This is an optimization exercise on Yosys and OpenROAD, whose aim is small area, not a production implementation.
Function was checked by simulation only, so behaviour that the tests miss may differ from the original.
No driver is modelled on the clock port, so clocking that relies on it looks cheaper here than on a real chip.
Power figures rest on the tool's default switching activity, not on a simulated workload.

the reference run:
// genius_top
module genius_top
	(
		input CLOCK_50,
		input RESET_N,
		input [3:0] KEY,
		output [7:0] LEDG,
		output [3:0] COLOR,
		output [6:0] HEX0,
		output [6:0] HEX1,
		output [6:0] HEX2,
		output [6:0] HEX3,
		output [6:0] HEX4,
		output [6:0] HEX5,
		output [6:0] HEX6,
		output [6:0] HEX7
	);
Size in the first run: roughly 1,200 cells after synthesis, ~8700 um^2 of cells after synthesis.
clock: 10.0 ns
lec_check: 0
abc_area: 1
cap_margin: 20
core_margin: 2
core_utilization: 40
cts_buf_list: sky130_fd_sc_hd__clkbuf_8
slew_margin: 20
run.sh (not shown) runs the stock make flow with config.mk's settings and CLKGATE_MAP_FILE= SYNTH_SCRIPT=/design/flow/synth_recipe.tcl, a recipe that flattens the netlist after the stock synthesis.
Relative to the reference run, the following input files were edited for the trial run:
- removing CTS_BUF_LIST (formerly sky130_fd_sc_hd__clkbuf_8)
==> comparison <==
The trial run finished every stage and its layout cleared the timing, design-rule and antenna checks. The reference run → the trial run: hold-critical path depth level, number of flops mapped to enable cells by yosys level, later-pin clock latency in the skew report moved down. | clock slew seen by the registers of the worst setup and hold paths | the trial run vs the reference run | 0.03 ns lower |. When the trial run is measured against the reference run, its fraction of power consumed by sequential logic turns out 5.0 points lower.

* * *

genius_top, a different RTL version from the one above (not shown whole).
Size: roughly 150 flip-flops, about 74 I/O pins.
// genius_top
module genius_top
	(
		input CLOCK_50,
		input RESET_N,
		input [3:0] KEY,
		output [7:0] LEDG,
		output [3:0] COLOR,
		output [6:0] HEX0,
		output [6:0] HEX1,
		output [6:0] HEX2,
		output [6:0] HEX3,
		output [6:0] HEX4,
		output [6:0] HEX5,
		output [6:0] HEX6,
		output [6:0] HEX7
	);
export LEC_CHECK = 0
export CAP_MARGIN = 20
export CORE_MARGIN = 2
export CORE_UTILIZATION = 40
export SLEW_MARGIN = 20
create_clock -name core_clock -period 10.0 [get_ports {CLOCK_50}]
standard.sh (not shown) runs the stock make flow with config.mk's settings and CLKGATE_MAP_FILE= SYNTH_SCRIPT=/design/flow/synth_recipe.tcl, a recipe that flattens the netlist after the stock synthesis.
==> flow/flow/run.sh <==
#!/bin/bash
# Own layout flow: the standard flow's synthesis (synth_recipe.tcl) with adders left to ABC
# (no full/half-adder cells) and an area-oriented ABC script, then the standard flow's
# standard layout (standard.sh) with 1x port buffers and a clock tree of
# smaller buffers without dummy loads.
# Logs: synth_make.log and standard.log here, each step's log in orfs/logs.
set -euo pipefail
W=$PWD
export MY_ABC_SCRIPT=$W/flow/abc_area.script
export FLOW_SYNTH_TCL=$W/synth_recipe.tcl
export BUFFER_PORTS_ARGS="-buffer_cell sky130_fd_sc_hd__buf_1"
export CTS_ARGS="-sink_clustering_enable -repair_clock_nets -dont_use_dummy_load -buf_list {sky130_fd_sc_hd__clkbuf_4 sky130_fd_sc_hd__clkbuf_8}"
make -C "$FLOW_HOME" DESIGN_CONFIG=$W/config.mk WORK_HOME=$W/orfs CLKGATE_MAP_FILE= ADDER_MAP_FILE= SYNTH_SCRIPT=$W/flow/synth.tcl synth > synth_make.log 2>&1
bash standard.sh > standard.log 2>&1
==> flow/flow/abc_area.script <==
strash
&get -n
&fraig -x
&put
scorr
dc2
balance
rewrite
refactor
balance
rewrite
rewrite -z
balance
refactor -z
rewrite -z
balance
strash
&get -n
&dch -f
&nf -R 1000 -p
&put
==> flow/flow/synth.tcl <==
proc abc {args} {
  set i [lsearch -exact $args -script]
  if { $i >= 0 } { lset args [expr {$i + 1}] $::env(MY_ABC_SCRIPT) }
  set j [lsearch -exact $args -D]
  if { $j >= 0 } { set args [lreplace $args $j [expr {$j + 1}]] }
  yosys abc {*}$args
}
source $::env(FLOW_SYNTH_TCL)
The baseline completed without violations.
Rerun with:
--- a/flow/flow/run.sh
+++ b/flow/flow/run.sh
@@ -10,5 +10,6 @@
 export FLOW_SYNTH_TCL=$W/synth_recipe.tcl
 export BUFFER_PORTS_ARGS="-buffer_cell sky130_fd_sc_hd__buf_1"
-export CTS_ARGS="-sink_clustering_enable -repair_clock_nets -dont_use_dummy_load -buf_list {sky130_fd_sc_hd__clkbuf_4 sky130_fd_sc_hd__clkbuf_8}"
+export POST_CTS_TCL=$W/flow/post_cts.tcl
+export CTS_ARGS="-sink_clustering_enable -repair_clock_nets -dont_use_dummy_load -buf_list sky130_fd_sc_hd__clkbuf_4 -root_buf sky130_fd_sc_hd__clkbuf_8"
 make -C "$FLOW_HOME" DESIGN_CONFIG=$W/config.mk WORK_HOME=$W/orfs CLKGATE_MAP_FILE= ADDER_MAP_FILE= SYNTH_SCRIPT=$W/flow/synth.tcl synth > synth_make.log 2>&1
 bash standard.sh > standard.log 2>&1
==> flow/flow/post_cts.tcl (new file) <==
set block [ord::get_db_block]
set changed 0
foreach inst [$block getInsts] {
  if {[[$inst getMaster] getName] ne "sky130_fd_sc_hd__clkbuf_4"} { continue }
  set onet "NULL"
  foreach it [$inst getITerms] {
    if {[$it isOutputSignal]} { set onet [$it getNet] }
  }
  if {$onet eq "NULL" || $onet eq ""} { continue }
  set sinks 0
  foreach it [$onet getITerms] {
    if {[$it isInputSignal]} { incr sinks }
  }
  if {$sinks >= 11} {
    replace_cell [get_cells [$inst getName]] sky130_fd_sc_hd__clkbuf_8
    incr changed
  }
}
puts "post_cts: upsized $changed clock buffers"
if {$changed > 0} {
  detailed_placement
  check_placement -verbose
  estimate_parasitics -placement
}
After rerunning: Non-clock buffer count does not change. Worst setup slack gets better by 0.023 ns. Fmax climbs by 0.55%. Synthesized cell count stays the same. Via count hardly moves. Flip-flop and latch count is unchanged. Final area drops by 0.90%. Combinational power is about the same. Core utilization drops by 0.40 points. Total power drops by 5.6%. Sequential power is about the same.

==> port drivers added, routing unchanged <==
The flow's constraints put no driver on any port. The routed layouts listed below were extracted and timed again, unchanged, in two steps.
Step 1, drivers: a clkbuf_16 drives CLOCK_50 and a buf_2 each remaining input, both assumed.
Step 2 adds t to the input delays and takes it off the output delays; t is the mean of the earliest and latest rising clock arrival at the registers after step 1. Input paths then give back, and output paths get back, about the clock's delay inside the block.
a / b / c = no drivers / after step 1 / after step 2; a / b = the first two.
run	t (ns)	slack for setup (ns)	hold WS [ns]	worst setup path at the end	slew at the worst register clock pin (ns)
the reference run	0.511	5.509 / 5.464 / 5.263	0.456 / 0.456 / 0.456	input to register	0.09 / 0.09
the trial run	0.475	5.552 / 5.504 / 5.264	0.452 / 0.452 / 0.452	input to register	0.07 / 0.07
the first run of note 2	0.489	5.881 / 5.841 / 6.059	0.437 / 0.437 / 0.437	register to register	0.09 / 0.09
the second run of note 2	0.452	5.903 / 5.863 / 6.017	0.440 / 0.440 / 0.440	register to register	0.10 / 0.10
After both steps every run listed still meets setup and hold. For the trial run, which loses most, drivers alone change the setup slack by -0.048 ns; drivers and shift together by -0.288 ns.
